This design comes from an exercise in tuning for small area on the open sky130 flow, not from production work. The RTL was checked by simulation tests, not by an equivalence proof against the original design. Power figures rest on the tool's default switching activity, not on a simulated workload.

### design/flow/design.v
`timescale 1ns/10ps
module IOTDF( clk, rst, in_en, iot_in, fn_sel, busy, valid, iot_out);
input          clk;
input          rst;
input          in_en;
input  [7:0]   iot_in;
input  [2:0]   fn_sel;
output         busy;
output         valid;
output [127:0] iot_out;
reg	[127:0]	iot_out_w, iot_out_r;
reg			valid_w, valid_r,
			busy_w, busy_r;
reg	[127:0]	data[7:0], data_next[7:0];  
reg	[142:0]	sum, sum_next;  
reg	[2:0]	cur_state, next_state;  
reg	[7:0]	start_bit;  
reg	[3:0]	count_cycle, count_cycle_next;  
reg [2:0]	count_data, count_data_next;  
reg [2:0]	data_idx, data_idx_next;  
reg	[3:0]	count_round, count_round_next;  
reg [127:0] compare, compare_next;  
reg [127:0] last_extre, last_extre_next;  
reg	[3:0]	i;
parameter S_IDLE	= 3'b000;  
parameter S_LOAD	= 3'b001;  
parameter S_EX		= 3'b010;  
parameter S_OUT		= 3'b011;  
parameter S_END		= 3'b111;  
parameter F_MAX		= 3'b001;  
parameter F_MIN		= 3'b010;  
parameter F_AVG		= 3'b011;  
parameter F_EXTRACT	= 3'b100;  
parameter F_EXCLUDE	= 3'b101;  
parameter F_PEAKMAX	= 3'b110;  
parameter F_PEAKMIN	= 3'b111;  
assign iot_out	= iot_out_r;  
assign valid	= valid_r;  
assign busy		= busy_r;  
always@(*) begin
	count_data_next		= count_data;
	data_idx_next		= data_idx;
	case(cur_state) 
		S_IDLE: begin
			next_state	= S_LOAD;
		end
		S_LOAD: begin
			if(count_cycle == 4'd15) begin
				count_data_next	= count_data + 1;
				data_idx_next	= count_data;
				next_state	= S_EX;
			end else begin
				next_state		= S_LOAD;
			end
		end
		S_EX: begin
			if(count_round == 12) begin
				next_state	= S_END;
			end else begin
				next_state	= S_LOAD;
			end
		end
		S_END: begin
			next_state	= S_END;
		end
		default: begin
			next_state	= S_LOAD;
		end
	endcase
end
always@(*) begin
	for(i=0;i<=7;i=i+1)
		data_next[i] = data[i];
	start_bit			= 127 - (count_cycle << 3);  
	if(in_en) begin
		data_next[count_data][start_bit -: 8]	= iot_in;  
		count_cycle_next	= count_cycle + 1;
	end else begin
		count_cycle_next	= count_cycle;
	end
end
always@(*) begin
	valid_w				= 0;
	busy_w				= 0;
	iot_out_w			= 0;
	sum_next			= sum;
	last_extre_next		= last_extre;
	count_round_next	= count_round;
	compare_next		= compare;
	if(cur_state == S_EX) begin
		if(data_idx == 7) begin
			count_round_next	= count_round + 1;
		end
		case(fn_sel)
			F_MAX: begin
				if(data_idx == 0) begin
					compare_next	= data[0];
				end else begin
					compare_next	= (compare > data[data_idx])? compare : data[data_idx];
				end
				if(data_idx == 7) begin
					valid_w			= 1;
					iot_out_w		= (compare > data[data_idx])? compare : data[data_idx];
				end else begin 
					valid_w		= 0;
					iot_out_w	= 0;
				end
			end
			F_MIN: begin
				if(data_idx == 0) begin
					compare_next	= data[0];
				end else begin
					compare_next	= (compare < data[data_idx])? compare : data[data_idx];
				end
				if(data_idx == 7) begin
					valid_w			= 1;
					iot_out_w		= (compare < data[data_idx])? compare : data[data_idx];
				end else begin 
					valid_w		= 0;
					iot_out_w	= 0;
				end
			end
			F_AVG: begin
				if(data_idx == 0) begin
					sum_next = 143'd0 + data[data_idx];
				end else begin
					sum_next = sum + data[data_idx];
				end
				if(data_idx == 7) begin
					valid_w			= 1;
					iot_out_w		= (sum + data[data_idx]) / 8;
				end else begin 
					valid_w		= 0;
					iot_out_w	= 0;
				end
			end
			F_EXTRACT: begin
				if(data[data_idx] > 128'h6FFFFFFFFFFFFFFFFFFFFFFFFFFFFFFF && data[data_idx] < 128'hAFFFFFFFFFFFFFFFFFFFFFFFFFFFFFFF) begin
					valid_w		= 1;
					iot_out_w	= data[data_idx];
				end else begin 
					valid_w		= 0;
					iot_out_w	= 0;
				end
			end
			F_EXCLUDE: begin
				if(data[data_idx] < 128'h7FFFFFFFFFFFFFFFFFFFFFFFFFFFFFFF || data[data_idx] > 128'hBFFFFFFFFFFFFFFFFFFFFFFFFFFFFFFF) begin
					valid_w		= 1;
					iot_out_w	= data[data_idx];
				end else begin 
					valid_w		= 0;
					iot_out_w	= 0;
				end
			end
			F_PEAKMAX: begin
				last_extre_next	= last_extre;
				compare_next	= compare;
				if(count_round == 0) begin
					if(data_idx == 0) begin
						compare_next	= data[0];
					end else begin
						compare_next	= (compare > data[data_idx])? compare : data[data_idx];
					end
					if(data_idx == 7) begin
						valid_w			= 1;
						iot_out_w		= (compare > data[data_idx])? compare : data[data_idx];
						last_extre_next	= (compare > data[data_idx])? compare : data[data_idx];
					end else begin
						valid_w			= 0;
						iot_out_w		= 0;
					end
				end else begin
					if(data[data_idx] > last_extre) begin
						valid_w			= 1;
						iot_out_w		= data[data_idx];
						compare_next	= (compare > data[data_idx])? compare : data[data_idx];
					end else begin 
						valid_w			= 0;
						iot_out_w		= 0;
					end
					if(data_idx == 7) begin
						last_extre_next	= (compare > data[data_idx])? compare : data[data_idx];
					end
				end
			end
			F_PEAKMIN: begin
				last_extre_next	= last_extre;
				compare_next	= compare;
				if(count_round == 0) begin
					if(data_idx == 0) begin
						compare_next	= data[0];
					end else begin
						compare_next	= (compare < data[data_idx])? compare : data[data_idx];
					end
					if(data_idx == 7) begin
						valid_w			= 1;
						iot_out_w		= (compare < data[data_idx])? compare : data[data_idx];
						last_extre_next	= (compare < data[data_idx])? compare : data[data_idx];
					end else begin
						valid_w			= 0;
						iot_out_w		= 0;
					end
				end else begin
					if(data[data_idx] < last_extre) begin
						valid_w			= 1;
						iot_out_w		= data[data_idx];
						compare_next	= (compare < data[data_idx])? compare : data[data_idx];
					end else begin 
						valid_w			= 0;
						iot_out_w		= 0;
					end
					if(data_idx == 7) begin
						last_extre_next	= (compare < data[data_idx])? compare : data[data_idx];
					end
				end
			end
			default: begin
				valid_w			= 0;
				iot_out_w		= 0;
			end
		endcase
	end else begin
		valid_w			= 0;
		iot_out_w		= 0;
	end
end
always@(posedge clk or posedge rst) begin
	if(rst) begin
		iot_out_r	<= 0;
		valid_r		<= 0;
		busy_r		<= 0;
		for(i=0;i<=7;i=i+1)
			data[i]		<= 0;
		compare		<= 0;
		sum			<= 0;
		data_idx	<= 0;
		count_round	<= 0;
		last_extre	<= 0;
		count_data	<= 0;
		count_cycle	<= 0;
		cur_state	<= S_IDLE;
	end else begin
		for(i=0;i<=7;i=i+1)
			data[i]		<= data_next[i];
		sum			<= sum_next;
		compare		<= compare_next;
		data_idx	<= data_idx_next;
		last_extre	<= last_extre_next;
		count_round	<= count_round_next;
		count_data	<= count_data_next;
		count_cycle	<= count_cycle_next;
		cur_state	<= next_state;
		busy_r		<= busy_w;
		valid_r		<= valid_w;
		iot_out_r	<= iot_out_w;
	end
end
endmodule
### design/flow/constraint.sdc
create_clock -name core_clock -period 12.0 [get_ports {clk}]
set_input_delay 2.4000 -clock core_clock [delete_from_list [all_inputs] [get_ports {clk}]]
set_output_delay 2.4000 -clock core_clock [all_outputs]
set_load 0.01 [all_outputs]
### design/flow/run.sh
#!/bin/bash
# synth_recipe.tcl (not shown) runs the flow's synth.tcl, then flattens the netlist and writes it again
# the make line also repeats each setting of config.mk as NAME=value (left out here)
make -C /OpenROAD-flow-scripts/flow DESIGN_CONFIG=/design/flow/config.mk WORK_HOME=/design/flow/orfs CLKGATE_MAP_FILE= SYNTH_SCRIPT=/design/flow/synth_recipe.tcl finish
### design/flow/config.mk
export PLATFORM = sky130hd
export DESIGN_NAME = IOTDF
export DESIGN_NICKNAME = IOTDF
export VERILOG_FILES = /design/flow/design.v
export SDC_FILE = /design/flow/constraint.sdc
export NUM_CORES = 8
export LEC_CHECK = 0
export CAP_MARGIN = 20
export CORE_MARGIN = 2
export CORE_UTILIZATION = 50
export SLEW_MARGIN = 20
==> flow_metrics.tcl, run 1 <==
set metrics [dict create \
    setup_violations 0 \
    clockBufferDepth 3 \
    htree_levels 4 \
    fillCellCount 18350 \
    slowest_stage "a221oi_1" \
    status "complete, no violations" \
    portBuffers 142 \
    drcViolationCount 0 \
    gp_congestion 1.084 \
    p_per_area_nw_per_um2 273.7 \
    slew_violations 0 \
    wire_per_inst_um 33.49 \
    start_kind "register" \
    numCtsBuffers 181 \
    io_pins 144 \
    fp.dieW_um 458.1 \
    p_leak_nw 52.29 \
    synthCells 11020 \
    grt_pass1_vias 91410 \
    clock_latency_ns 0.87 \
    dr.pass1.iters 9 \
    detail_route.wirelength_um 458700 \
    syn_nets 11810 \
    grt_pass1_wl_um 657700 \
    critPathBufInv 5 \
    holdWs_ns 0.4830 \
    cpMostUsedCell "buf_4" \
    final_area_sq_um 113700 \
    avgSynthCellArea_sq_um 9.358 \
    synth_edf_count 0 \
    grt_overflow 0 \
    clock_skew_ns 0.04495 \
    crit_type "reg2reg" \
    synth_seq_cells 1557 \
    vias 95950 \
    cp-end-kind "register" \
    preCtsSetupSlack_ns 3.242 \
    setup_ws_ns 2.667 \
    critical_path.cell_chain "inv_6 -> buf_4 -> buf_4 -> o21ai_0 -> a222oi_1 -> o21ai_0 -> ha_1 -> a21oi_1 -> nand3b_1 -> a221oi_1 -> o21ai_0 -> nor3_1 -> o211ai_1 -> nor2_1 -> buf_4 -> a21o_2 -> buf_4 -> a221oi_1 -> o22ai_1" \
    cp.arrival_ns 10.01 \
    relSlewSlack_pct 17.89 \
    synthFlopType "dfrtp_1" \
    drv_cap 0 \
    syn-cell-area_sq_um 103100 \
    nets 11630 \
    cts_root_buf "clkbuf_16" \
    drt-initial-drc-count 12910 \
    synth_area_leaders "dfrtp_1, ha_1, a22o_1" \
    hold_viol 0 \
    core_area_sq_um 204800 \
    vdd_drop_max_mv 0.3168 \
    routed_via_density 7.006 \
    rsz0062_at_grt "no" \
    yosysSeqAreaShare_pct 37.78 \
    grtUsageTotal_pct 42.56 \
    cp.required_ns 12.67 \
    synth.distinct_cells 92 \
    post-cts-setup-buffer-count 0 \
    synth.top_cell.area_share_pct 37.78 \
    drt.antenna.violating_nets 0 \
    post-route-min-period_ns 9.333 \
    antenna_found_initial 44 \
    worst_pin_slew_ns 1.232 \
    period_share_pct 77.77 \
    ctsHoldBuffers 0 \
    dieArea_sq_um 209900 \
    die_y_um 458.1 \
    crit_family "compound AO/OA/AOI/OAI gates" \
    cts_tree "yes" \
    yosysTopAreaCell "dfrtp_1" \
    cts_resized 0 \
    clock.fmax_ghz 0.1072 \
    grt_max_degree 169 \
    crit_fanout 68 \
    clkTransAtPathRegs_ns 0.06 \
    hpwl_um 327700 \
    drive_above_1_share_pct 7.537 \
    fin_tns_setup_ns 0 \
    dpl-instance-area_sq_um 107100 \
    yosysWarnings 3 \
    clock-sinks 1557 \
    hp-class "reg2reg" \
    rows 166 \
    async_reset_ff_share_pct 100.0 \
    cpPeakStageDelay_ns 0.80 \
    start_util_pct 50.35 \
    area_delta_synth_final_pct 10.28 \
]
## cells in the final DEF, fill, tap and decap left out, drive strengths merged, types with 51 or more instances in the layout
master / count
dfrtp: 1557
nand2: 997
a22o: 979
a21oi: 820
ha: 777
o21ai: 693
inv: 618
nor2: 517
mux2i: 491
a21o: 338
clkbuf: 237
nand4: 236
mux2: 213
buf: 204
xnor2: 157
clkdlybuf4s50: 142
nor3: 142
o22ai: 134
a222oi: 121
nand3b: 117
nand3: 113
o21a: 110
a31oi: 94
xor2: 78
o21bai: 75
nand2b: 74
o2bb2ai: 73
a22oi: 72
nor2b: 72
and3: 65
and2: 54
a211oi: 53
o211ai: 51
## through the flow
stage	power, mW	std cells	utilization (%)
finish	31.13	13700	55.53
global route	32.28	13680	55.51
CTS	30.44	13670	55.46
detailed placement	24.24	13340	52.28
global placement	24.02	13340	52.24
floorplan	17.83	11020	-
## tightest hold or removal path, delay by kind of cell (launching register included)
kind	cells	cell delay, ns
DFF	1	0.34
AOI/OAI and AO/OA	1	0.06
and+or+nand+nor	1	0.05
## report_power, final
part           leakage [nW]  total, mW  switching [mW]  internal (mW)
clock network          3.17       6.18            2.53           3.65
registers              21.1       7.92            1.44           6.48
logic                  28.0       17.0            11.6           5.40
## routing by layer
metal / global-route usage [%] / vias to the layer above / part of all wire, %
li1: - / 40810 / -
met1: 57.46 / 47680 / 40
met2: 60.99 / 6159 / 41
met3: 12.31 / 1271 / 12
met4: 23.78 / 30 / 6.6
met5: 0 / - / 0.049
## state kept, by name, indices dropped and copies added, names as in the netlist
register and flops:
data 1024, sum 131, compare 128, cur_state 3, count_cycle 4, count_round 4
count_data 3, iot_out_r 128, valid_r 1, data_idx 3, last_extre 128
## cells by family after synthesis
group | synth area share [%]
compound gates | 26.34
simple gates | 11.66
flops | 37.78
buf+inv | 5.241
fa+ha+maj | 9.447
mux | 7.529
xor+xnor | 1.996
other cells | 0.003637
## Yosys cell counts, drive strengths merged (65+ instances only)
master	instances
a21o	338
a21oi	820
a222oi	121
a22o	979
a22oi	72
a31oi	94
and3	65
buf	232
clkbuf	477
dfrtp	1557
ha	777
inv	610
mux2	213
mux2i	491
nand2	997
nand2b	74
nand3	113
nand3b	117
nand4	236
nor2	517
nor2b	72
nor3	142
o21a	110
o21ai	693
o21bai	75
o22ai	134
o2bb2ai	73
xnor2	157
xor2	78
## final timing paths
kind	start	to	cells after the start	slack, ns
max	data_idx[0]	iot_out_r[126]	19	2.67
min	last_extre[15]	last_extre[15]	2	0.48
max reg2reg	data_idx[0]	iot_out_r[126]	19	2.67
min reg2reg	last_extre[15]	last_extre[15]	2	0.48
max in group asynchronous	rst	data_idx[0]	4	7.89
min in group asynchronous	rst	last_extre[44]	2	1.97
## layout make-up
| class | count | area [sq um] | area share [%] |
|---|---|---|---|
| multi-input combinational | 8142 | 59180 | 52.04 |
| tap | 2688 | 3363 | 2.957 |
| inverter | 611 | 2302 | 2.024 |
| antenna | 22 | 55.05 | 0.04841 |
| sequential | 1557 | 38970 | 34.27 |
| clock buffer | 237 | 5092 | 4.478 |
| timing repair buffer | 346 | 3314 | 2.915 |
| clock inverter | 93 | 1434 | 1.261 |
==> run 2, diff against run 1 <==
==> design/flow/design.v (replaced) <==
`timescale 1ns/10ps
module IOTDF( clk, rst, in_en, iot_in, fn_sel, busy, valid, iot_out);
input          clk;
input          rst;
input          in_en;
input  [7:0]   iot_in;
input  [2:0]   fn_sel;
output         busy;
output         valid;
output [127:0] iot_out;
wire f_max  = (fn_sel == 3'd1);
wire f_min  = (fn_sel == 3'd2);
wire f_avg  = (fn_sel == 3'd3);
wire f_ext  = (fn_sel == 3'd4);
wire f_exc  = (fn_sel == 3'd5);
wire f_pmax = (fn_sel == 3'd6);
wire f_pmin = (fn_sel == 3'd7);
wire f_peak = f_pmax | f_pmin;
wire lo_mode = f_min | f_pmin;           
reg  [3:0] bcnt;         
reg  [2:0] wcnt;         
reg        rnd0;         
reg        pass;         
reg  [3:0] pcnt;         
wire last_b  = in_en & (bcnt == 4'd15);
wire first_b = (bcnt == 4'd0);
always @(posedge clk or posedge rst) begin
	if (rst) begin
		bcnt <= 4'd0;
		wcnt <= 3'd0;
		rnd0 <= 1'b1;
		pass <= 1'b0;
		pcnt <= 4'd0;
	end else begin
		if (in_en) bcnt <= bcnt + 4'd1;
		if (last_b) wcnt <= wcnt + 3'd1;
		if (last_b & (wcnt == 3'd7)) rnd0 <= 1'b0;
		if (pass) pcnt <= pcnt + 4'd1;
		if (f_avg & last_b & (wcnt == 3'd7)) pass <= 1'b1;
		else if (pcnt == 4'd15) pass <= 1'b0;
	end
end
reg  [127:0] ra;         
reg  [127:0] rb;         
reg  [119:0] ro;         
reg  [14:0]  pc;         
reg  [2:0]   x3;         
reg          eb, gb;     
reg          ea, ga;     
reg          fd, fq, ff;  
wire [7:0] ha = ra[127:120];
wire [7:0] hb = rb[127:120];
function [1:0] cmp8;
	input [7:0] a, b;
	reg gt, eq;
	integer j;
	begin
		gt = 1'b0;
		eq = 1'b1;
		for (j = 7; j >= 0; j = j - 1) begin
			gt = gt | (eq & a[j] & ~b[j]);
			eq = eq & ~(a[j] ^ b[j]);
		end
		cmp8 = {gt, eq};
	end
endfunction
wire eb_e = first_b | eb;
wire gb_e = ~first_b & gb;
wire [1:0] cb = cmp8(iot_in, hb);
wire b_eq = cb[0];
wire b_bt = lo_mode ? ~(cb[1] | cb[0]) : cb[1];
wire b_first = (f_peak ? rnd0 : 1'b1) & (wcnt == 3'd0);
wire b_sel = b_first | f_avg | gb_e | (eb_e & b_bt);
wire [7:0] tb = b_sel ? iot_in : hb;
wire ea_e = first_b | ea;
wire ga_e = ~first_b & ga;
wire [1:0] ca = cmp8(iot_in, ha);
wire a_eq = ca[0];
wire a_bt = lo_mode ? ~(ca[1] | ca[0]) : ca[1];
wire a_win = ga_e | (ea_e & a_bt);      
reg cin;
reg [7:0] la_s;
reg       la_p;
integer k;
always @(*) begin
	cin = 1'b0;
	for (k = 15; k >= 1; k = k - 1) begin
		la_s = ra[127-8*k -: 8];
		la_p = (k <= 14) ? pc[k] : 1'b0;
		cin = (&la_s[7:1]) & ((la_s[0] & la_p) | ((la_s[0] ^ la_p) & cin));
	end
end
wire       w1    = (wcnt == 3'd1);
wire [7:0] add_a = (w1 & ~pass) ? hb : ha;
wire [7:0] add_b = pass ? {7'd0, cin} : iot_in;
wire       add_c = (w1 & ~pass) ? 1'b0 : pc[0];
wire [8:0] add_s = add_a + add_b + add_c;
wire [2:0] top3  = (pcnt == 4'd0) ? (x3 + add_s[8]) : x3;
wire [7:0] avg_o = {top3, add_s[7:3]};
wire in_ff = (iot_in == 8'hFF);
wire d0 = f_ext ? ((iot_in >= 8'h70) & (iot_in < 8'hAF)) :
                  ((iot_in < 8'h7F) | (iot_in >= 8'hC0));
wire q0 = f_ext ? (iot_in == 8'hAF) : (iot_in == 8'h7F);
wire x_cond = fd | (fq & ~(ff & in_ff));
wire copy_b = f_max | f_min | (f_peak & rnd0);
wire [7:0] to = copy_b ? tb : (f_avg ? avg_o : iot_in);
assign iot_out = {ro, to};
assign busy = 1'b0;
assign valid = f_avg ? (pass & (pcnt == 4'd15)) :
               (last_b & ((f_max | f_min) ? (wcnt == 3'd7) :
                          (f_ext | f_exc) ? x_cond :
                          f_peak ? (rnd0 ? (wcnt == 3'd7) : a_win) : 1'b0));
wire en_a = f_avg ? (pass | (in_en & (wcnt != 3'd0))) : in_en;
wire [7:0] ta = f_avg ? (pass ? 8'd0 : add_s[7:0]) :
                ((wcnt == 3'd7) ? tb : ha);
always @(posedge clk) begin
	ro <= {ro[111:0], to};
	if (in_en) begin
		rb <= {rb[119:0], tb};
		eb <= eb_e & b_eq;
		gb <= gb_e | (eb_e & b_bt);
		ea <= ea_e & a_eq;
		ga <= a_win;
		if (first_b) begin
			fd <= d0;
			fq <= q0;
			ff <= 1'b1;
		end else begin
			ff <= ff & in_ff;
		end
	end
	if (en_a) begin
		ra <= {ra[119:0], ta};
		pc <= {~pass & ~first_b & add_s[8], pc[14:1]};
	end
	if (pass)
		x3 <= add_s[2:0];
	else if (f_avg & in_en & (wcnt != 3'd0) & first_b)
		x3 <= (w1 ? 3'd0 : x3) + add_s[8];
end
endmodule
==> flow_metrics.tcl, run 2 <==
set metrics [dict create \
    status "complete, no violations" \
    hp-class "reg2reg" \
    crit_fanout 5 \
    period_share_pct 75.22 \
    vdd_drop_max_mv 0.1390 \
    r2r_end "ro[6]" \
    drt.antenna.violating_nets 0 \
    async_reset_ff_share_pct 3.140 \
    post-route-min-period_ns 9.026 \
    grt_max_degree 78 \
    multi_input_comb_area_sq_um 2464 \
    yosysSeqAreaShare_pct 81.03 \
    start_kind "input pin" \
    cp-end-kind "primary output" \
    grt-busiest-layer "met2" \
    clock.fmax_ghz 0.1108 \
    htree_levels 2 \
    synthFlopType "edfxtp_1" \
    synth_most_common_cell "edfxtp_1" \
    hpwl_um 16780 \
    synthCells 792 \
    clock_latency_ns 0.52 \
    fin_tns_setup_ns 0 \
    clkTransAtPathRegs_ns 0.06 \
    drv_cap 0 \
    regToRegStartpoint "pc[13]" \
    portBuffers 142 \
    core_area_sq_um 27030 \
    drive_above_1_share_pct 8.417 \
    drcViolationCount 0 \
    r2r_slack_ns 7.01 \
    synth_edf_count 281 \
    setup_ws_ns 2.974 \
    final_common_cell "edfxtp_1" \
    syn-cell-area_sq_um 13780 \
    fp.dieW_um 170.0 \
    crit_type "in2out" \
    routed_via_density 5.261 \
    yosysWarnings 1 \
    use_met1_pct 23.91 \
    dieArea_sq_um 28910 \
    detail_route.wirelength_um 24920 \
    grtUsageMet2_pct 27.28 \
    preCtsSetupSlack_ns 3.009 \
    rsz0062_at_grt "no" \
    rows 60 \
    post-cts-setup-buffer-count 0 \
    r2r_cells 22 \
    io_pins 144 \
    drt-initial-drc-count 470 \
    cts_root_buf "clkbuf_16" \
    cts_tree "yes" \
    hold_depth 0 \
    numCtsBuffers 42 \
    p_leak_nw 6.255 \
    diodes 0 \
    wire_per_inst_um 18.61 \
    cts_resized 0 \
    cp.arrival_ns 6.63 \
    synth_area_leaders "edfxtp_1, dfxtp_1, ha_1" \
    vias 7045 \
    grt_overflow 0 \
    synth.distinct_cells 60 \
    die_y_um 170.0 \
    grtUsageTotal_pct 17.28 \
    dr.pass1.iters 5 \
    synth_seq_cells 414 \
    synth.top_cell.area_share_pct 61.23 \
    ctsHoldBuffers 0 \
    slew_violations 0 \
    ys_top_cells_by_count "edfxtp_1, dfxtp_1, ha_1, nand4_1, nor2_1" \
    worst_pin_slew_ns 0.9219 \
    yosysTopAreaCell "edfxtp_1" \
    clock_skew_ns 0.01781 \
    p_per_area_nw_per_um2 217.2 \
    avgSynthCellArea_sq_um 17.40 \
    hold_viol 0 \
    cp.required_ns 9.60 \
    antenna_found_initial 0 \
    min_delay_worst_endpoint "ro[118]" \
    relSlewSlack_pct 38.54 \
    grt_pass1_wl_um 38330 \
    clock-sinks 414 \
    setup_violations 0 \
    area_delta_synth_final_pct 22.77 \
    regArea_sq_um 11170 \
    clockBufferDepth 3 \
    grt_pass1_vias 6902 \
    nets 1016 \
    mostFrequentLayoutCells "edfxtp_1, clkdlybuf4s50_1, dfxtp_1" \
    fillCellCount 1944 \
    syn_nets 842 \
    start_util_pct 51.00 \
    gp_congestion 0.8611 \
    top_regs "ra: 128 flops, rb: 128 flops, ro: 120 flops" \
    hp-start "ro[110]" \
    grtUsageMet3_pct 3.791 \
]
## run 2: layout make-up
type                    count  area share [%]
well taps                 341           2.522
flip-flops and latches    414           66.00
multi-input cells         338           14.56
repair buffers            147           8.608
clock buffers              55           6.862
inverters                  23          0.5102
clock inverters            21          0.9391
## run 2: how the worst max path moves through the flow
stage	startpoint	to	slack [ns]	cells past startpoint
after floorplan	iot_in[0]	iot_out[7]	4.43	16
after global placement	iot_in[0]	iot_out[7]	3.03	18
after detailed placement	iot_in[0]	iot_out[7]	3.01	18
after CTS	iot_in[0]	iot_out[7]	2.98	18
after global routing	iot_in[0]	iot_out[7]	2.67	18
final	iot_in[0]	iot_out[7]	2.97	18
## run 2: worst max-delay path, stage by stage
cell and delay [ns]:
clkdlybuf4s50_1 0.51, inv_1 0.20, o22ai_1 0.12, fa_1 0.47, fa_1 0.42, a21o_1 0.18, a21oi_1 0.24, o21bai_1 0.11
a21oi_1 0.24, o21bai_1 0.09, a21o_1 0.22, ha_1 0.19, ha_1 0.17, nand2_1 0.07, xnor2_1 0.11, o22ai_1 0.09
a21oi_1 0.21, clkdlybuf4s50_1 0.58
## run 2: cell families (layout without fill, tap and decap cells)
kind of cell | after synthesis | after routing | synth area share, %
xor+xnor | 29 | 29 | 1.843
flops | 414 | 414 | 81.03
fa+ha+maj | 37 | 37 | 3.459
compound gates | 97 | 97 | 5.002
other cells | 1 | 1 | 0.02721
simple gates | 155 | 155 | 5.783
mux | 19 | 19 | 1.707
buf+inv | 40 | 246 | 1.153
## run 2: where the power goes
group          leakage, nW  total (mW)  switching (mW)  internal, mW
combinational         1.68       0.600           0.303         0.297
clock                0.651        1.23           0.501         0.724
sequential            3.92        1.85          0.0984          1.75
total                 6.25        3.67           0.902          2.77
## run 2: metrics by stage
stage	util, %	total power [mW]	hold slack [ns]	area [sq um]	std cells
finish	62.61	3.675	0.3460	16920	1339
global route	62.61	3.842	0.3522	16920	1339
CTS	62.61	3.721	0.3484	16920	1339
detailed placement	57.72	2.482	0.3345	15600	1263
global placement	57.72	2.471	0.3307	15600	1263
floorplan	-	2.145	0.3817	13780	792
## run 2: metal layers
metal | vias to the layer above | share of wire, %
li1 | 3328 | -
met1 | 3439 | 45
met2 | 224 | 46
met3 | 54 | 6.2
met4 | 0 | 2.7
met5 | - | 0
==> run 3, diff against run 2 <==
--- a/design/flow/design.v
+++ b/design/flow/design.v
@@ -30,12 +30,10 @@
 		wcnt <= 3'd0;
 		rnd0 <= 1'b1;
 		pass <= 1'b0;
-		pcnt <= 4'd0;
 	end else begin
 		if (in_en) bcnt <= bcnt + 4'd1;
 		if (last_b) wcnt <= wcnt + 3'd1;
 		if (last_b & (wcnt == 3'd7)) rnd0 <= 1'b0;
-		if (pass) pcnt <= pcnt + 4'd1;
 		if (f_avg & last_b & (wcnt == 3'd7)) pass <= 1'b1;
 		else if (pcnt == 4'd15) pass <= 1'b0;
 	end
@@ -52,16 +50,16 @@
 wire [7:0] hb = rb[127:120];
 function [1:0] cmp8;
 	input [7:0] a, b;
-	reg gt, eq;
+	reg gt, lt;
 	integer j;
 	begin
 		gt = 1'b0;
-		eq = 1'b1;
-		for (j = 7; j >= 0; j = j - 1) begin
-			gt = gt | (eq & a[j] & ~b[j]);
-			eq = eq & ~(a[j] ^ b[j]);
+		lt = 1'b0;
+		for (j = 0; j <= 7; j = j + 1) begin
+			gt = (a[j] & ~b[j]) | (a[j] & gt) | (~b[j] & gt);
+			lt = (~a[j] & b[j]) | (~a[j] & lt) | (b[j] & lt);
 		end
-		cmp8 = {gt, eq};
+		cmp8 = {gt, ~(gt | lt)};
 	end
 endfunction
 wire eb_e = first_b | eb;
@@ -87,14 +85,24 @@
 	for (k = 15; k >= 1; k = k - 1) begin
 		la_s = ra[127-8*k -: 8];
 		la_p = (k <= 14) ? pc[k] : 1'b0;
-		cin = (&la_s[7:1]) & ((la_s[0] & la_p) | ((la_s[0] ^ la_p) & cin));
+		cin = (&la_s[7:1]) & ((la_s[0] & la_p) | (la_s[0] & cin) | (la_p & cin));
 	end
 end
 wire       w1    = (wcnt == 3'd1);
 wire [7:0] add_a = (w1 & ~pass) ? hb : ha;
 wire [7:0] add_b = pass ? {7'd0, cin} : iot_in;
 wire       add_c = (w1 & ~pass) ? 1'b0 : pc[0];
-wire [8:0] add_s = add_a + add_b + add_c;
+reg  [8:0] add_s;
+reg        add_k;
+integer    m;
+always @(*) begin
+	add_k = add_c;
+	for (m = 0; m < 8; m = m + 1) begin
+		add_s[m] = add_a[m] ^ add_b[m] ^ add_k;
+		add_k = (add_a[m] & add_b[m]) | (add_a[m] & add_k) | (add_b[m] & add_k);
+	end
+	add_s[8] = add_k;
+end
 wire [2:0] top3  = (pcnt == 4'd0) ? (x3 + add_s[8]) : x3;
 wire [7:0] avg_o = {top3, add_s[7:3]};
 wire in_ff = (iot_in == 8'hFF);
@@ -111,24 +119,23 @@
                           (f_ext | f_exc) ? x_cond :
                           f_peak ? (rnd0 ? (wcnt == 3'd7) : a_win) : 1'b0));
 wire en_a = f_avg ? (pass | (in_en & (wcnt != 3'd0))) : in_en;
-wire [7:0] ta = f_avg ? (pass ? 8'd0 : add_s[7:0]) :
+wire [7:0] ta = f_avg ? add_s[7:0] :
                 ((wcnt == 3'd7) ? tb : ha);
+always @(posedge clk)
+	pcnt <= pass ? pcnt + 4'd1 : 4'd0;
 always @(posedge clk) begin
 	ro <= {ro[111:0], to};
-	if (in_en) begin
+	eb <= eb_e & b_eq;
+	gb <= gb_e | (eb_e & b_bt);
+	ea <= ea_e & a_eq;
+	ga <= a_win;
+	ff <= first_b | (ff & in_ff);
+	if (first_b) begin
+		fd <= d0;
+		fq <= q0;
+	end
+	if (in_en)
 		rb <= {rb[119:0], tb};
-		eb <= eb_e & b_eq;
-		gb <= gb_e | (eb_e & b_bt);
-		ea <= ea_e & a_eq;
-		ga <= a_win;
-		if (first_b) begin
-			fd <= d0;
-			fq <= q0;
-			ff <= 1'b1;
-		end else begin
-			ff <= ff & in_ff;
-		end
-	end
 	if (en_a) begin
 		ra <= {ra[119:0], ta};
 		pc <= {~pass & ~first_b & add_s[8], pc[14:1]};
--- a/design/flow/config.mk
+++ b/design/flow/config.mk
@@ -5,7 +5,10 @@
 export SDC_FILE = /design/flow/constraint.sdc
 export NUM_CORES = 8
 export LEC_CHECK = 0
+export ABC_AREA = 1
 export CAP_MARGIN = 20
 export CORE_MARGIN = 2
 export CORE_UTILIZATION = 50
+export CTS_CLUSTER_DIAMETER = 100
+export CTS_CLUSTER_SIZE = 30
 export SLEW_MARGIN = 20
==> flow_metrics.tcl, run 3 <==
set metrics [dict create \
    ctsHoldBuffers 0 \
    status "complete, no violations" \
    clkTransAtPathRegs_ns 0.11 \
    cts_root_buf "clkbuf_16" \
    crit_end "iot_out[7]" \
    clockBufferDepth 3 \
    relSlewSlack_pct 29.47 \
    cp.arrival_ns 7.78 \
    htree_levels 1 \
    seqPwrFrac_pct 58.4 \
    period_share_pct 84.86 \
    drive_above_1_share_pct 4.697 \
    clock_latency_ns 0.51 \
    slowest_stage "clkdlybuf4s50_1" \
    synth.distinct_cells 38 \
    grtUsageTotal_pct 16.58 \
    numCtsBuffers 17 \
    fin_tns_setup_ns 0 \
    p_leak_nw 5.854 \
    diodes 0 \
    worst_pin_slew_ns 1.058 \
    dp_cells 1327 \
    synthFlopType "edfxtp_1" \
    vias 6985 \
    p_comb_share_pct 21.4 \
    setup_violations 0 \
    start_util_pct 51.14 \
    synth_area_leaders "edfxtp_1, dfxtp_1, nand2_1" \
    grt_max_degree 84 \
    critical_path.cell_chain "clkdlybuf4s50_1 -> inv_1 -> nor2_1 -> a21oi_1 -> fa_1 -> fa_1 -> fa_1 -> fa_1 -> fa_1 -> fa_1 -> fa_1 -> fa_1 -> inv_1 -> ha_1 -> ha_1 -> nand2_1 -> xnor2_1 -> o21ai_0 -> nand2_1 -> clkdlybuf4s50_1" \
    clock_skew_ns 0.01158 \
    p_switching_uw 875.4 \
    portBuffers 142 \
    r2r_end "x3[2]" \
    r2r_cells 43 \
    fp.dieW_um 167.5 \
    top_regs "ra: 128 flops, rb: 128 flops, ro: 120 flops" \
    hp-class "reg2reg" \
    detail_route.wirelength_um 23330 \
    stdcell_count 1357 \
    core_area_sq_um 26130 \
    synthCells 856 \
    drt.antenna.violating_nets 0 \
    setup_ws_ns 1.817 \
    clock-sinks 414 \
    dr.pass1.iters 18 \
    crit_start "iot_in[0]" \
    avgSynthCellArea_sq_um 15.61 \
    cts_resized 0 \
    synth_seq_cells 414 \
    yosysTopAreaCell "edfxtp_1" \
    synth_edf_count 276 \
    drv_cap 0 \
    multi_input_comb_area_sq_um 2056 \
    hpwl_um 15740 \
    cts_tree "yes" \
    area_delta_synth_final_pct 17.35 \
    yosysSeqAreaShare_pct 83.03 \
    drt-initial-drc-count 557 \
    rsz0062_at_grt "no" \
    antenna_found_initial 0 \
    dieArea_sq_um 28050 \
    regToRegStartpoint "ra[11]" \
    routed_via_density 5.147 \
    syn_nets 890 \
    p_per_area_nw_per_um2 210.5 \
    post-route-util_pct 60.02 \
    cp.depth 20 \
    wire_per_inst_um 17.20 \
    ys_top_cells_by_count "edfxtp_1, nand2_1, dfxtp_1" \
    switching_share_pct 26.52 \
    regArea_sq_um 11100 \
    fillCellCount 2051 \
    cpMostUsedCell "fa_1" \
    holdWs_ns 0.3498 \
    cp-end-kind "primary output" \
    vdd_drop_max_mv 0.1088 \
    post-cts-setup-buffer-count 0 \
    async_reset_ff_share_pct 2.174 \
    post-route-min-period_ns 10.18 \
    yosysWarnings 1 \
    preCtsSetupSlack_ns 1.821 \
    mostFrequentLayoutCells "edfxtp_1, clkdlybuf4s50_1, nand2_1" \
    cp.required_ns 9.60 \
    crit_fanout 5 \
    r2r_slack_ns 5.67 \
    clock.fmax_ghz 0.09821 \
    critPathBufInv 4 \
    p_clk_share_pct 20.2 \
    final_common_cell "edfxtp_1" \
    gp_congestion 0.8262 \
    hold_viol 0 \
    crit_type "in2out" \
    start_kind "input pin" \
    grt_overflow 0 \
    synth_most_common_cell "edfxtp_1" \
    synth.top_cell.area_share_pct 62.01 \
    cpPeakStageDelay_ns 0.56 \
    grt_pass1_wl_um 36380 \
    crit_family "adder cells" \
    io_pins 144 \
    drcViolationCount 0 \
    die_y_um 167.5 \
    rows 59 \
    syn-cell-area_sq_um 13370 \
    nets 1045 \
    intPower_mw 2.425 \
    slew_violations 0 \
    grt_pass1_vias 6673 \
]
==> run 3: changes by cell type after synthesis, moves of 14 or more <==
cell and change:
o21ai_0 +20, xnor2_1 -21, inv_1 +26, nand2_1 +106
nand4_1 -19, a21o_1 -14, ha_1 -22, nand3_1 +30
==> run 3: layer usage <==
layer | track usage [%] | vias up | routed length (um)
met1 | 23.46 | 3419 | 10540
met4 | 4.310 | 0 | 441
met5 | 0 | - | 0
li1 | - | 3326 | -
met2 | 27.06 | 205 | 10910
met3 | 2.836 | 35 | 1450
==> run 3: metrics by stage <==
step	total power [mW]	cell area (sq um)
CTS	3.345	15680
global placement	2.664	15200
finish	3.301	15680
floorplan	2.243	13370
global route	3.470	15680
detailed placement	2.676	15200
==> run 3: worst min-delay path by stage <==
stage | to | cells after the start | from | slack, ns
detailed placement | ro[91] | 0 | ro[83] | 0.33
global placement | ro[119] | 0 | ro[111] | 0.33
global route | ro[62] | 0 | ro[54] | 0.36
finish | ro[11] | 0 | ro[3] | 0.35
CTS | ro[69] | 0 | ro[61] | 0.35
floorplan | ro[100] | 0 | ro[92] | 0.38
==> run 3: cell type report <==
class	count	share of cell area, %
Inverter	48	1.149
Clock buffer	28	2.976
Sequential cell	414	70.75
Clock inverter	2	0.1037
Timing Repair Buffer	146	9.238
Tap cell	335	2.673
Multi-Input combinational cell	384	13.11
==> run 3: cells by family (layout without fill, tap and decap cells) <==
family,Yosys count,in the layout,synth area share (%)
AO/OA/AOI/OAI,83,83,3.557
XOR/XNOR,5,5,0.3277
adder cells (fa/ha/maj),20,20,2.322
buffers and inverters,58,224,1.676
flip-flops,414,414,83.03
other,1,1,0.02806
AND/OR/NAND/NOR,275,275,9.062
==> run 3: power groups by stage <==
stage               logic, mW  registers (mW)  clock network, mW
floorplan               0.236            2.01                  0
global placement        0.708            1.96                  0
detailed placement      0.712            1.96                  0
CTS                     0.714            1.93              0.697
global route            0.766            1.96              0.741
finish                  0.706            1.93              0.666
==> run 4, diff against run 3 <==
==> design/flow/flow/run.sh (new file) <==
#!/bin/bash
# Layout flow: the standard ORFS flow (standard.sh) with three changes:
#  - synthesis is the standard flow's synth_recipe.tcl unchanged, except that its final
#    technology-mapping abc call runs flow/abc_area_deep.script (a longer
#    area-oriented ABC script). Flip-flops are mapped before that call by
#    dfflibmap and are left as they are, so registers keep their names and cells.
#  - port buffers use sky130_fd_sc_hd__buf_1 (every port is still buffered).
#  - CTS clusters sinks with clkbuf_8 buffers and inserts no dummy loads.
# Each tool's full output stays in the ORFS logs under orfs/logs; make's output
# goes to flow.log in this folder.
set -uo pipefail
W=$(pwd)
{
  echo 'proc abc {args} { set i [lsearch -exact $args -script]; if {$i >= 0} { lset args [expr {$i + 1}] $::env(OWN_ABC_SCRIPT) }; yosys abc {*}$args }'
  cat "$W/synth_recipe.tcl"
} > "$W/synth_own.tcl"
export OWN_ABC_SCRIPT="$W/flow/abc_area_deep.script"
bash "$W/standard.sh" \
  SYNTH_SCRIPT="$W/synth_own.tcl" \
  ABC_AREA=1 \
  BUFFER_PORTS_ARGS="-buffer_cell sky130_fd_sc_hd__buf_1" \
  CTS_ARGS="-sink_clustering_enable -repair_clock_nets -dont_use_dummy_load -sink_clustering_size 20 -sink_clustering_max_diameter 60 -buf_list sky130_fd_sc_hd__clkbuf_8" \
  finish > "$W/flow.log" 2>&1
rc=$?
mkdir -p "$W/logs_copy"
cp -r "$W/orfs/logs/." "$W/logs_copy/" 2>/dev/null || true
exit $rc
==> design/flow/flow/abc_area_deep.script (new file) <==
strash
&get -n
&deepsyn -T 60
&put
dch -f
map -a
topo
stime -c
buffer -c
upsize -c
dnsize -c
==> design/flow/standard.sh (new file) <==
#!/bin/bash
# synth_recipe.tcl (not shown) runs the flow's synth.tcl, then flattens the netlist and writes it again
# the make line also repeats each setting of config.mk as NAME=value (left out here)
make -C /OpenROAD-flow-scripts/flow DESIGN_CONFIG=/design/flow/config.mk WORK_HOME=/design/flow/orfs CLKGATE_MAP_FILE= SYNTH_SCRIPT=/design/flow/synth_recipe.tcl "${@:-finish}"
--- a/design/flow/config.mk
+++ b/design/flow/config.mk
@@ -9,6 +9,4 @@
 export CAP_MARGIN = 20
 export CORE_MARGIN = 2
 export CORE_UTILIZATION = 50
-export CTS_CLUSTER_DIAMETER = 100
-export CTS_CLUSTER_SIZE = 30
 export SLEW_MARGIN = 20
removed: design/flow/run.sh
==> flow_metrics.tcl, run 4 <==
set metrics [dict create \
    grt_max_degree 86 \
    die_y_um 165.9 \
    hp-start "ro[94]" \
    p_leak_nw 5.170 \
    cts_tree "yes" \
    numCtsBuffers 29 \
    setup_violations 0 \
    top_regs "ra: 128 flops, rb: 128 flops, ro: 120 flops" \
    syn-cell-area_sq_um 13100 \
    muxShareOfSynthArea_pct 0.07641 \
    yosysTopAreaCell "edfxtp_1" \
    rows 59 \
    synth_top_family_by_area "compound AO/OA/AOI/OAI gates" \
    grt_pass1_wl_um 36160 \
    synth.distinct_cells 38 \
    r2r_cells 31 \
    hold_depth 0 \
    crit_type "reg2out" \
    r2r_slack_ns 5.04 \
    slowest_stage "fa_1" \
    dieArea_sq_um 27510 \
    hpwl_um 15880 \
    antenna_found_initial 0 \
    core_area_sq_um 25910 \
    status "complete, no violations" \
    drcViolationCount 0 \
    grt_overflow 0 \
    synth.top_cell.area_share_pct 63.27 \
    vdd_drop_max_mv 0.1531 \
    drv_cap 0 \
    final_common_cell "edfxtp_1" \
    cp-end-kind "primary output" \
    drive_above_1_share_pct 5.870 \
    cts_resized 0 \
    htree_levels 1 \
    clkTransAtPathRegs_ns 0.10 \
    avgSynthCellArea_sq_um 17.12 \
    start_util_pct 50.56 \
    synth-simple-area-share_pct 5.224 \
    ctsHoldBuffers 0 \
    critPathBufInv 3 \
    drt.antenna.violating_nets 0 \
    synth_compound_area_share_pct 5.396 \
    clockBufferDepth 3 \
    post-cts-setup-buffer-count 0 \
    rsz0062_at_grt "no" \
    r2r_end "ro[7]" \
    synthAdderAreaFrac_pct 2.369 \
    grtUsageTotal_pct 16.91 \
    drt-initial-drc-count 617 \
    io_pins 144 \
    relSlewSlack_pct 31.14 \
    worst_pin_slew_ns 1.033 \
    mostFrequentLayoutCells "edfxtp_1, buf_1, dfxtp_1" \
    detail_route.wirelength_um 23760 \
    cpMostUsedCell "fa_1" \
    diodes 0 \
    clock-sinks 414 \
    synth_edf_count 276 \
    cp.arrival_ns 7.52 \
    ys_top_cells_by_count "edfxtp_1, dfxtp_1, nand2_1" \
    post-route-min-period_ns 9.918 \
    portBuffers 142 \
    yosysSeqAreaShare_pct 84.71 \
    routed_via_density 5.259 \
    hold_viol 0 \
    wire_per_inst_um 18.68 \
    holdWs_ns 0.3298 \
    slew_violations 0 \
    gp_congestion 0.9242 \
    cts_root_buf "clkbuf_8" \
    synth_most_common_cell "edfxtp_1" \
    synth_area_leaders "edfxtp_1, dfxtp_1, nand2_1" \
    dpl-instance-area_sq_um 14090 \
    syn_nets 799 \
    clock_latency_ns 0.60 \
    synth_xor_area_share_pct 0.3343 \
    dr.pass1.iters 5 \
    nets 973 \
    p_per_area_nw_per_um2 210.2 \
    start_kind "register" \
    min_delay_worst_endpoint "ro[102]" \
    synthCells 765 \
    synth_seq_cells 414 \
    period_share_pct 82.65 \
    crit_start "pc[14]" \
    area_delta_synth_final_pct 10.63 \
    clock_skew_ns 0.07630 \
    cp.required_ns 9.60 \
    fp.dieW_um 165.9 \
    regToRegStartpoint "pc[14]" \
    clock.fmax_ghz 0.1008 \
    crit_fanout 2 \
    grt_pass1_vias 6327 \
    async_reset_ff_share_pct 2.174 \
    crit_family "adder cells" \
    hp-class "reg2reg" \
    vias 6689 \
    fin_tns_setup_ns 0 \
    final_area_sq_um 14490 \
    synthFlopType "edfxtp_1" \
    yosysWarnings 1 \
    cpPeakStageDelay_ns 0.44 \
]
[run 4: changes by cell type after synthesis, sizes merged, moves of 4 or more]
cell    before  now
o211ai       2   10
o21ai       39   35
nor2        43   39
o22ai        4   15
or2          9    4
nand2      149   60
nand3       37   17
a21oi       28   14
o41ai        0    5
inv         47   58
a22oi        0   12
[run 4: metal layers]
metal	vias to the layer above	global-route usage, %	part of all wire, %
li1	3119	-	-
met1	3263	24.11	45
met2	255	26.43	45
met3	52	3.313	6.8
met4	0	5.784	3.6
met5	-	0	0
[run 4: worst max path at each step]
stage               cells after the start    endpoint
floorplan                               7       pc[0]
global placement                       32  iot_out[7]
detailed placement                     32  iot_out[7]
CTS                                    32  iot_out[7]
global route                           32  iot_out[7]
finish                                 32  iot_out[7]
[run 4: cells by family after synthesis]
| logic type | Yosys count |
|---|---|
| flip-flops | 414 |
| AND/OR/NAND/NOR | 155 |
| AO/OA/AOI/OAI | 105 |
| buffers and inverters | 64 |
| adder cells (fa/ha/maj) | 20 |
| XOR/XNOR | 5 |
| other | 1 |
| multiplexers | 1 |
[run 4: through the flow]
stage / util [%] / setup slack, ns / power [mW] / cells
floorplan: - / 1.794 / 2.216 / 765
global route: 55.93 / 1.496 / 3.209 / 1272
detailed placement: 54.39 / 2.573 / 2.482 / 1243
global placement: 54.39 / 2.641 / 2.475 / 1243
CTS: 55.93 / 1.952 / 3.091 / 1272
finish: 55.93 / 2.082 / 3.047 / 1272
[run 4: power by group]
part / internal, mW / switching (mW)
Combinational: 0.150 / 0.338
Clock: 0.216 / 0.389
Sequential: 1.82 / 0.136
Total: 2.18 / 0.862
[run 4: cell type report]
type / instances / area, sq um
clock buffers: 29 / 399.1
repair buffers: 149 / 589.3
inverters: 58 / 217.7
multi-input cells: 287 / 1770
fillers: 2072 / 11420
well taps: 335 / 419.2
flip-flops and latches: 414 / 11100
==> run 5, diff against run 4 <==
--- a/design/flow/design.v
+++ b/design/flow/design.v
@@ -89,9 +89,10 @@
 	end
 end
 wire       w1    = (wcnt == 3'd1);
-wire [7:0] add_a = (w1 & ~pass) ? hb : ha;
-wire [7:0] add_b = pass ? {7'd0, cin} : iot_in;
-wire       add_c = (w1 & ~pass) ? 1'b0 : pc[0];
+wire       a_w0  = f_avg & w1 & ~pass;
+wire [7:0] add_a = a_w0 ? hb : ha;
+wire [7:0] add_b = pass ? {7'd0, cin} : (iot_in & {8{f_avg}});
+wire       add_c = f_avg & ~a_w0 & pc[0];
 reg  [8:0] add_s;
 reg        add_k;
 integer    m;
@@ -103,13 +104,14 @@
 	end
 	add_s[8] = add_k;
 end
-wire [2:0] top3  = (pcnt == 4'd0) ? (x3 + add_s[8]) : x3;
+wire [2:0] x3_i  = ((w1 & ~pass) ? 3'd0 : x3) + add_s[8];
+wire [2:0] top3  = (pcnt == 4'd0) ? x3_i : x3;
 wire [7:0] avg_o = {top3, add_s[7:3]};
 wire in_ff = (iot_in == 8'hFF);
 wire d0 = f_ext ? ((iot_in >= 8'h70) & (iot_in < 8'hAF)) :
                   ((iot_in < 8'h7F) | (iot_in >= 8'hC0));
 wire q0 = f_ext ? (iot_in == 8'hAF) : (iot_in == 8'h7F);
-wire x_cond = fd | (fq & ~(ff & in_ff));
+wire x_cond = ga | (ea & ~(ff & in_ff));
 wire copy_b = f_max | f_min | (f_peak & rnd0);
 wire [7:0] to = copy_b ? tb : (f_avg ? avg_o : iot_in);
 assign iot_out = {ro, to};
@@ -119,21 +121,16 @@
                           (f_ext | f_exc) ? x_cond :
                           f_peak ? (rnd0 ? (wcnt == 3'd7) : a_win) : 1'b0));
 wire en_a = f_avg ? (pass | (in_en & (wcnt != 3'd0))) : in_en;
-wire [7:0] ta = f_avg ? add_s[7:0] :
-                ((wcnt == 3'd7) ? tb : ha);
+wire [7:0] ta = (f_peak & (wcnt == 3'd7)) ? tb : add_s[7:0];
 always @(posedge clk)
 	pcnt <= pass ? pcnt + 4'd1 : 4'd0;
 always @(posedge clk) begin
 	ro <= {ro[111:0], to};
 	eb <= eb_e & b_eq;
 	gb <= gb_e | (eb_e & b_bt);
-	ea <= ea_e & a_eq;
-	ga <= a_win;
+	ea <= (f_ext | f_exc) ? (first_b ? q0 : ea) : (ea_e & a_eq);
+	ga <= (f_ext | f_exc) ? (first_b ? d0 : ga) : a_win;
 	ff <= first_b | (ff & in_ff);
-	if (first_b) begin
-		fd <= d0;
-		fq <= q0;
-	end
 	if (in_en)
 		rb <= {rb[119:0], tb};
 	if (en_a) begin
@@ -143,6 +140,6 @@
 	if (pass)
 		x3 <= add_s[2:0];
 	else if (f_avg & in_en & (wcnt != 3'd0) & first_b)
-		x3 <= (w1 ? 3'd0 : x3) + add_s[8];
+		x3 <= x3_i;
 end
 endmodule
==> flow_metrics.tcl, run 5 <==
set metrics [dict create \
    status "complete, no violations" \
    hold_depth 0 \
    synth.distinct_cells 37 \
    grt-busiest-layer "met2" \
    setup_ws_ns 1.461 \
    synth_seq_cells 412 \
    grtUsageTotal_pct 16.06 \
    dp_cells 1233 \
    start_kind "input pin" \
    slowest_stage "nor2_1" \
    ys_top_cells_by_count "edfxtp_1, dfxtp_1, nand2_1" \
    cpMostUsedCell "fa_1" \
    r2r_cells 30 \
    synth_edf_count 276 \
    slew_violations 0 \
    critPathBufInv 8 \
    grt_pass1_wl_um 33350 \
    fin_tns_setup_ns 0 \
    ctsHoldBuffers 0 \
    avgSynthCellArea_sq_um 17.20 \
    gp_congestion 0.8807 \
    vias 6543 \
    grt_max_degree 82 \
    numCtsBuffers 28 \
    mostFrequentLayoutCells "edfxtp_1, buf_1, dfxtp_1" \
    synth.top_cell.area_share_pct 63.75 \
    stdcell_count 1261 \
    yosysSeqAreaShare_pct 85.05 \
    routed_via_density 5.189 \
    post-cts-setup-buffer-count 0 \
    detail_route.wirelength_um 22350 \
    yosysWarnings 1 \
    top_regs "ra: 128 flops, rb: 128 flops, ro: 120 flops" \
    synthCells 756 \
    drt.antenna.violating_nets 0 \
    start_util_pct 50.46 \
    crit_fanout 16 \
    clkTransAtPathRegs_ns 0.11 \
    clockBufferDepth 3 \
    preCtsSetupSlack_ns 1.468 \
    setup_violations 0 \
    hp-start "ro[31]" \
    min_delay_worst_endpoint "ro[39]" \
    area_delta_synth_final_pct 10.60 \
    cpPeakStageDelay_ns 0.60 \
    final_common_cell "edfxtp_1" \
    htree_levels 1 \
    rows 59 \
    grtUsageMet2_pct 26.02 \
    nets 960 \
    drv_cap 0 \
    grtUsageMet3_pct 3.097 \
    hp-class "reg2reg" \
    grt_pass1_vias 6107 \
    dieArea_sq_um 27310 \
    clock_latency_ns 0.58 \
    yosysTopAreaCell "edfxtp_1" \
    dr.pass1.iters 5 \
    clock_skew_ns 0.06556 \
    grt_overflow 0 \
    p_per_area_nw_per_um2 196.6 \
    synth_area_leaders "edfxtp_1, dfxtp_1, nand2_1" \
    fp.dieW_um 165.2 \
    cp-end-kind "primary output" \
    cp.arrival_ns 8.14 \
    use_met1_pct 22.87 \
    final_area_sq_um 14380 \
    cp.required_ns 9.60 \
    worst_pin_slew_ns 0.9864 \
    r2r_end "ro[7]" \
    cts_resized 0 \
    relSlewSlack_pct 34.24 \
    hold_viol 0 \
    drcViolationCount 0 \
    crit_family "adder cells" \
    syn_nets 788 \
    hpwl_um 15260 \
    regToRegStartpoint "ra[8]" \
    holdWs_ns 0.3240 \
    antenna_found_initial 0 \
    vdd_drop_max_mv 0.1531 \
    drt-initial-drc-count 592 \
    drive_above_1_share_pct 5.184 \
    async_reset_ff_share_pct 2.184 \
    portBuffers 142 \
    syn-cell-area_sq_um 13000 \
    io_pins 144 \
    crit_type "in2out" \
    synthFlopType "edfxtp_1" \
    post-route-min-period_ns 10.54 \
    clock-sinks 412 \
    core_area_sq_um 25760 \
    post-route-util_pct 55.81 \
    cts_root_buf "clkbuf_8" \
    r2r_slack_ns 4.83 \
    cts_tree "yes" \
    clock.fmax_ghz 0.09488 \
    synth_most_common_cell "edfxtp_1" \
    die_y_um 165.2 \
    dpl-instance-area_sq_um 13990 \
    power_mw 2.827 \
    wire_per_inst_um 17.73 \
    rsz0062_at_grt "no" \
    diodes 0 \
    p_leak_nw 5.087 \
    period_share_pct 87.83 \
]
[run 5: report_power, final]
part,leakage (nW),total [mW],internal [mW],switching [mW]
Clock,0.201,0.586,0.209,0.377
Sequential,3.88,1.87,1.76,0.108
Combinational,1.01,0.371,0.107,0.263
[run 5: metal layers]
layer	routed length (um)	part of all wire, %
met4	286	1.3
met1	10200	46
met2	10120	45
met5	0	0
met3	1740	7.8
[run 5: worst register-to-register path: cells and delay by family (launching register included)]
kind / cells / cell delay, ns
buffers and inverters: 2 / 0.14
xor gates and xnor gates: 1 / 0.14
and+or+nand+nor: 2 / 0.16
adders and majority gates: 10 / 3.23
AOI/OAI and AO/OA: 15 / 2.85
DFF: 1 / 0.44
[run 5: cells by family after synthesis]
kind of cell             Yosys count  share of synthesized area (%)
AND/OR/NAND/NOR                  155                          5.207
XOR/XNOR                           5                         0.3368
other                              1                        0.02885
buffers and inverters             61                          1.790
AO/OA/AOI/OAI                    104                          5.390
adder cells (fa/ha/maj)           18                          2.194
flip-flops                       412                          85.05
[run 5: worst max path at each step]
| stage | startpoint | end | slack [ns] | depth (start not counted) |
|---|---|---|---|---|
| 3_3_place_gp | fn_sel[0] | iot_out[6] | 1.58 | 23 |
| 5_1_grt | fn_sel[0] | iot_out[7] | 0.98 | 25 |
| 3_5_place_dp | fn_sel[0] | iot_out[6] | 1.47 | 23 |
| 6_report | fn_sel[0] | iot_out[7] | 1.46 | 25 |
| 2_1_floorplan | fn_sel[0] | pc[0] | 1.91 | 6 |
| 4_1_cts | fn_sel[0] | iot_out[6] | 1.49 | 23 |
[run 5: layout make-up]
class                   count  area (sq um)
fillers                  2018         11390
flip-flops and latches    412         11060
multi-input cells         283          1728
repair buffers            148         581.8
well taps                 335         419.2
clock buffers              28         385.4
inverters                  55         206.4
==> run 6, diff against run 5 <==
--- a/design/flow/design.v
+++ b/design/flow/design.v
@@ -21,7 +21,6 @@
 reg  [2:0] wcnt;         
 reg        rnd0;         
 reg        pass;         
-reg  [3:0] pcnt;         
 wire last_b  = in_en & (bcnt == 4'd15);
 wire first_b = (bcnt == 4'd0);
 always @(posedge clk or posedge rst) begin
@@ -45,7 +44,8 @@
 reg  [2:0]   x3;         
 reg          eb, gb;     
 reg          ea, ga;     
-reg          fd, fq, ff;  
+wire [3:0]   pcnt = {ga, ea, gb, eb};
+wire [3:0]   pcnt_n = pass ? pcnt + 4'd1 : 4'd0;
 wire [7:0] ha = ra[127:120];
 wire [7:0] hb = rb[127:120];
 function [1:0] cmp8;
@@ -111,7 +111,7 @@
 wire d0 = f_ext ? ((iot_in >= 8'h70) & (iot_in < 8'hAF)) :
                   ((iot_in < 8'h7F) | (iot_in >= 8'hC0));
 wire q0 = f_ext ? (iot_in == 8'hAF) : (iot_in == 8'h7F);
-wire x_cond = ga | (ea & ~(ff & in_ff));
+wire x_cond = ga | (ea & ~(gb & in_ff));
 wire copy_b = f_max | f_min | (f_peak & rnd0);
 wire [7:0] to = copy_b ? tb : (f_avg ? avg_o : iot_in);
 assign iot_out = {ro, to};
@@ -122,15 +122,12 @@
                           f_peak ? (rnd0 ? (wcnt == 3'd7) : a_win) : 1'b0));
 wire en_a = f_avg ? (pass | (in_en & (wcnt != 3'd0))) : in_en;
 wire [7:0] ta = (f_peak & (wcnt == 3'd7)) ? tb : add_s[7:0];
-always @(posedge clk)
-	pcnt <= pass ? pcnt + 4'd1 : 4'd0;
 always @(posedge clk) begin
 	ro <= {ro[111:0], to};
-	eb <= eb_e & b_eq;
-	gb <= gb_e | (eb_e & b_bt);
-	ea <= (f_ext | f_exc) ? (first_b ? q0 : ea) : (ea_e & a_eq);
-	ga <= (f_ext | f_exc) ? (first_b ? d0 : ga) : a_win;
-	ff <= first_b | (ff & in_ff);
+	eb <= f_avg ? pcnt_n[0] : (eb_e & b_eq);
+	gb <= f_avg ? pcnt_n[1] : (f_ext | f_exc) ? (first_b | (gb & in_ff)) : (gb_e | (eb_e & b_bt));
+	ea <= f_avg ? pcnt_n[2] : (f_ext | f_exc) ? (first_b ? q0 : ea) : (ea_e & a_eq);
+	ga <= f_avg ? pcnt_n[3] : (f_ext | f_exc) ? (first_b ? d0 : ga) : a_win;
 	if (in_en)
 		rb <= {rb[119:0], tb};
 	if (en_a) begin
==> flow_metrics.tcl, run 6 <==
set metrics [dict create \
    core_area_sq_um 25250 \
    clkTransAtPathRegs_ns 0.11 \
    cpPeakStageDelay_ns 0.66 \
    cts_tree "yes" \
    synth_xor_area_share_pct 0.4066 \
    detail_route.wirelength_um 22880 \
    yosysSeqAreaShare_pct 84.77 \
    cpMostUsedCell "fa_1" \
    dr.pass1.iters 6 \
    yosysTopAreaCell "edfxtp_1" \
    grt_overflow 0 \
    grtUsageMet3_pct 4.093 \
    setup_ws_ns 1.247 \
    synth-simple-area-share_pct 5.257 \
    synth_most_common_cell "edfxtp_1" \
    gp_congestion 0.9263 \
    io_pins 144 \
    avgSynthCellArea_sq_um 17.14 \
    synthCells 754 \
    async_reset_ff_share_pct 2.211 \
    ctsHoldBuffers 0 \
    drive_above_1_share_pct 5.098 \
    drv_cap 0 \
    cp.required_ns 9.60 \
    hold_viol 0 \
    slew_violations 0 \
    drt.antenna.violating_nets 0 \
    period_share_pct 89.61 \
    synth_area_leaders "edfxtp_1, dfxtp_1, nand2_1" \
    slowest_stage "nor2_1" \
    die_y_um 164.8 \
    syn_nets 786 \
    muxShareOfSynthArea_pct 0 \
    setup_violations 0 \
    start_util_pct 51.18 \
    post-route-min-period_ns 10.75 \
    p_leak_nw 5.053 \
    routed_via_density 5.285 \
    drcViolationCount 0 \
    cts_root_buf "clkbuf_8" \
    fp.dieW_um 164.8 \
    clock.fmax_ghz 0.09300 \
    synthFlopType "edfxtp_1" \
    grt-busiest-layer "met2" \
    start_kind "input pin" \
    cts_resized 0 \
    nets 956 \
    hpwl_um 15460 \
    clock-sinks 407 \
    clock_latency_ns 0.59 \
    status "complete, no violations" \
    synth_seq_cells 407 \
    grt_pass1_wl_um 33980 \
    synth.top_cell.area_share_pct 64.12 \
    drt-initial-drc-count 571 \
    grtUsageMet2_pct 25.01 \
    cp-end-kind "primary output" \
    crit_type "in2out" \
    critPathBufInv 8 \
    final_common_cell "edfxtp_1" \
    vdd_drop_max_mv 0.1402 \
    hp-class "reg2reg" \
    grt_max_degree 82 \
    numCtsBuffers 28 \
    antenna_found_initial 1 \
    ys_top_cells_by_count "edfxtp_1, dfxtp_1, nand2_1" \
    grt_pass1_vias 6234 \
    synthAdderAreaFrac_pct 2.207 \
    worst_pin_slew_ns 0.9513 \
    synth_top_family_by_area "compound AO/OA/AOI/OAI gates" \
    p_per_area_nw_per_um2 204.4 \
    dieArea_sq_um 27150 \
    synth_compound_area_share_pct 5.644 \
    portBuffers 142 \
    relSlewSlack_pct 36.58 \
    grtUsageTotal_pct 16.62 \
    fin_tns_setup_ns 0 \
    rsz0062_at_grt "no" \
    vias 6617 \
    synth.distinct_cells 37 \
    preCtsSetupSlack_ns 1.294 \
    yosysWarnings 1 \
    top_regs "ra: 128 flops, rb: 128 flops, ro: 120 flops" \
    syn-cell-area_sq_um 12920 \
    area_delta_synth_final_pct 10.47 \
    mostFrequentLayoutCells "edfxtp_1, buf_1, dfxtp_1" \
    cp.arrival_ns 8.35 \
    htree_levels 1 \
    synth_edf_count 276 \
    crit_fanout 16 \
    clockBufferDepth 3 \
    use_met1_pct 24.10 \
    diodes 0 \
    crit_family "adder cells" \
    clock_skew_ns 0.07028 \
    post-cts-setup-buffer-count 0 \
    rows 58 \
    wire_per_inst_um 18.27 \
]
## run 6: worst paths after layout
| check | slack [ns] | cells past startpoint | to | start |
|---|---|---|---|---|
| hold / removal | 0.34 | 0 | ro[64] | ro[56] |
| max in group asynchronous | 9.89 | 2 | rnd0 | rst |
| min in group asynchronous | 1.77 | 2 | bcnt[3] | rst |
| setup / recovery | 1.25 | 25 | iot_out[7] | fn_sel[0] |
| setup reg to reg | 4.88 | 30 | x3[2] | ra[15] |
| hold reg to reg | 0.34 | 0 | ro[64] | ro[56] |
## run 6: final cells by class
type / count / area (sq um)
fillers: 2010 / 10980
flip-flops and latches: 407 / 10960
multi-input cells: 290 / 1758
repair buffers: 148 / 581.8
well taps: 330 / 412.9
clock buffers: 28 / 385.4
inverters: 49 / 183.9
## run 6: layer usage
layer	wire length [um]	share of wire, %
met3	1696	7.4
met4	684	3.0
met5	0	0
met1	10410	45
met2	10090	44
## run 6: cells by family (layout without fill, tap and decap cells)
family | count (synthesis) | count (layout)
flip-flops | 407 | 407
adder cells (fa/ha/maj) | 18 | 18
XOR/XNOR | 6 | 6
other | 1 | 1
AND/OR/NAND/NOR | 156 | 156
buffers and inverters | 57 | 225
AO/OA/AOI/OAI | 109 | 109
## run 6: per-stage QoR
stage               power [mW]  util (%)  hold slack [ns]  cell area [sq um]  std cells
floorplan                2.153         -           0.3817              12920        754
CTS                      2.957     56.54           0.3368              14280       1252
detailed placement       2.369     55.01           0.3340              13890       1224
global route             3.076     56.54           0.3438              14280       1252
global placement         2.365     55.01           0.3311              13890       1224
finish                   2.919     56.54           0.3372              14280       1252
## run 6: report_power, final
group	total [mW]	internal, mW	switching (mW)
clock network	0.585	0.209	0.377
logic	0.402	0.124	0.278
registers	1.93	1.79	0.137
total	2.92	2.13	0.791
==> run 7, diff against run 6 <==
==> design/flow/flow/abc_area_deep.script (replaced) <==
strash
&get -n
&deepsyn -T 60
&put
dch -f
map -a
topo
stime -c
dnsize -c
==> flow_metrics.tcl, run 7 <==
set metrics [dict create \
    status "complete, no violations" \
    nets 957 \
    synth_most_common_cell "edfxtp_1" \
    diodes 0 \
    cts_tree "yes" \
    crit_type "reg2out" \
    setup_violations 0 \
    clockBufferDepth 3 \
    hold_viol 0 \
    cpPeakStageDelay_ns 0.43 \
    period_share_pct 89.42 \
    start_util_pct 51.04 \
    switching_share_pct 27.94 \
    cts_root_buf "clkbuf_8" \
    grtUsageTotal_pct 17.39 \
    top_regs "ra: 128 flops, rb: 128 flops, ro: 120 flops" \
    fp.dieW_um 164.3 \
    wire_per_inst_um 19.05 \
    syn-cell-area_sq_um 12850 \
    grt_pass1_vias 6218 \
    drive_above_1_share_pct 4.225 \
    slowest_stage "fa_1" \
    rsz0062_at_grt "no" \
    portBuffers 142 \
    post-route-util_pct 56.55 \
    area_delta_synth_final_pct 10.80 \
    avgSynthCellArea_sq_um 17.21 \
    clock_latency_ns 0.60 \
    htree_levels 1 \
    r2r_slack_ns 4.29 \
    detail_route.wirelength_um 23870 \
    dpl-instance-area_sq_um 13860 \
    antenna_found_initial 0 \
    synthFlopType "edfxtp_1" \
    cp.required_ns 9.60 \
    gp_congestion 0.9198 \
    r2r_end "ro[7]" \
    drcViolationCount 0 \
    grt_overflow 0 \
    final_common_cell "edfxtp_1" \
    syn_nets 779 \
    post-cts-setup-buffer-count 0 \
    start_kind "register" \
    p_comb_share_pct 14.1 \
    dr.pass1.iters 5 \
    clock_skew_ns 0.07643 \
    async_reset_ff_share_pct 2.211 \
    hpwl_um 16530 \
    yosysTopAreaCell "edfxtp_1" \
    ys_top_cells_by_count "edfxtp_1, dfxtp_1, nand2_1" \
    post-route-min-period_ns 10.73 \
    rows 58 \
    die_y_um 164.3 \
    grt_pass1_wl_um 35360 \
    crit_fanout 2 \
    r2r_cells 30 \
    cp.arrival_ns 8.33 \
    cp-end-kind "primary output" \
    vdd_drop_max_mv 0.1503 \
    hold_depth 0 \
    drt.antenna.violating_nets 0 \
    grt_max_degree 78 \
    drt-initial-drc-count 607 \
    synth_area_leaders "edfxtp_1, dfxtp_1, nand2_1" \
    io_pins 144 \
    synthCells 747 \
    min_delay_worst_endpoint "ro[16]" \
    regToRegStartpoint "pc[14]" \
    clock.fmax_ghz 0.09319 \
    synth_seq_cells 407 \
    intPower_mw 2.125 \
]
run 7: cell count changes in the layout (fill, tap and decap cells not counted):
| cell | before | now |
|---|---|---|
| clkinv_1 | 0 | 49 |
| o41ai_1 | 0 | 6 |
| o21ai_0 | 25 | 38 |
| inv_1 | 46 | 0 |
| o21ai_1 | 13 | 0 |
| buf_4 | 6 | 7 |
| inv_2 | 3 | 0 |
| o41ai_2 | 6 | 0 |
run 7: cell families (layout without fill, tap and decap cells):
logic type,count (synthesis),in the layout,synth area share (%)
and+or+nand+nor,156,156,5.286
DFF,407,407,85.24
AOI/OAI and AO/OA,109,109,5.325
xor gates and xnor gates,6,6,0.4088
other,1,1,0.02917
adders and majority gates,18,18,2.219
buffers and inverters,50,226,1.489
run 7: layout make-up:
class	instances	area [sq um]
clock buffer	28	385.4
multi-input combinational	290	1713
timing repair buffer	149	589.3
fill	1949	10940
sequential	407	10960
tap	330	412.9
inverter	49	183.9
run 7: how the worst max path moves through the flow:
stage / start / to / cells after the start
floorplan: fn_sel[0] / iot_out[7] / 22
CTS: pc[14] / iot_out[7] / 31
global placement: fn_sel[0] / iot_out[7] / 25
global route: pc[14] / iot_out[7] / 31
detailed placement: fn_sel[0] / iot_out[7] / 25
finish: pc[14] / iot_out[7] / 31
run 7: through the flow:
stage | instances | power [mW]
after detailed placement | 1225 | 2.392
after global routing | 1253 | 3.103
after CTS | 1253 | 2.980
after floorplan | 747 | 2.148
final | 1253 | 2.948
after global placement | 1225 | 2.388
run 7: layer usage:
metal	track usage, %	up-vias	part of all wire [%]
li1	-	3104	-
met1	24.06	3189	45
met2	27.88	268	45
met3	3.737	51	7.4
met4	5.343	0	2.7
met5	0	-	0
run 7: worst max-delay path: cells and delay by family, from the launching register on:
kind / cells / cell delay, ns
compound gates: 16 / 3.42
fa+ha+maj: 10 / 3.31
flops: 1 / 0.38
buf+inv: 3 / 0.35
xor+xnor: 1 / 0.15
simple gates: 1 / 0.10
run 7: power by group through the flow:
stage | sequential, mW | clock, mW | combinational (mW)
6_report | 1.94 | 0.593 | 0.415
5_1_grt | 1.97 | 0.662 | 0.468
4_1_cts | 1.95 | 0.615 | 0.418
3_5_place_dp | 1.98 | 0 | 0.416
3_3_place_gp | 1.97 | 0 | 0.416
2_1_floorplan | 1.99 | 0 | 0.156

Re-timed with assumed drivers on the ports (clkbuf_16 on the clock, buf_2 on other inputs), run 7 has 1.228 ns of setup slack against 1.270 ns with ideal ports, and 1.269 ns once port delays also move by the mid clock arrival of 0.605 ns.
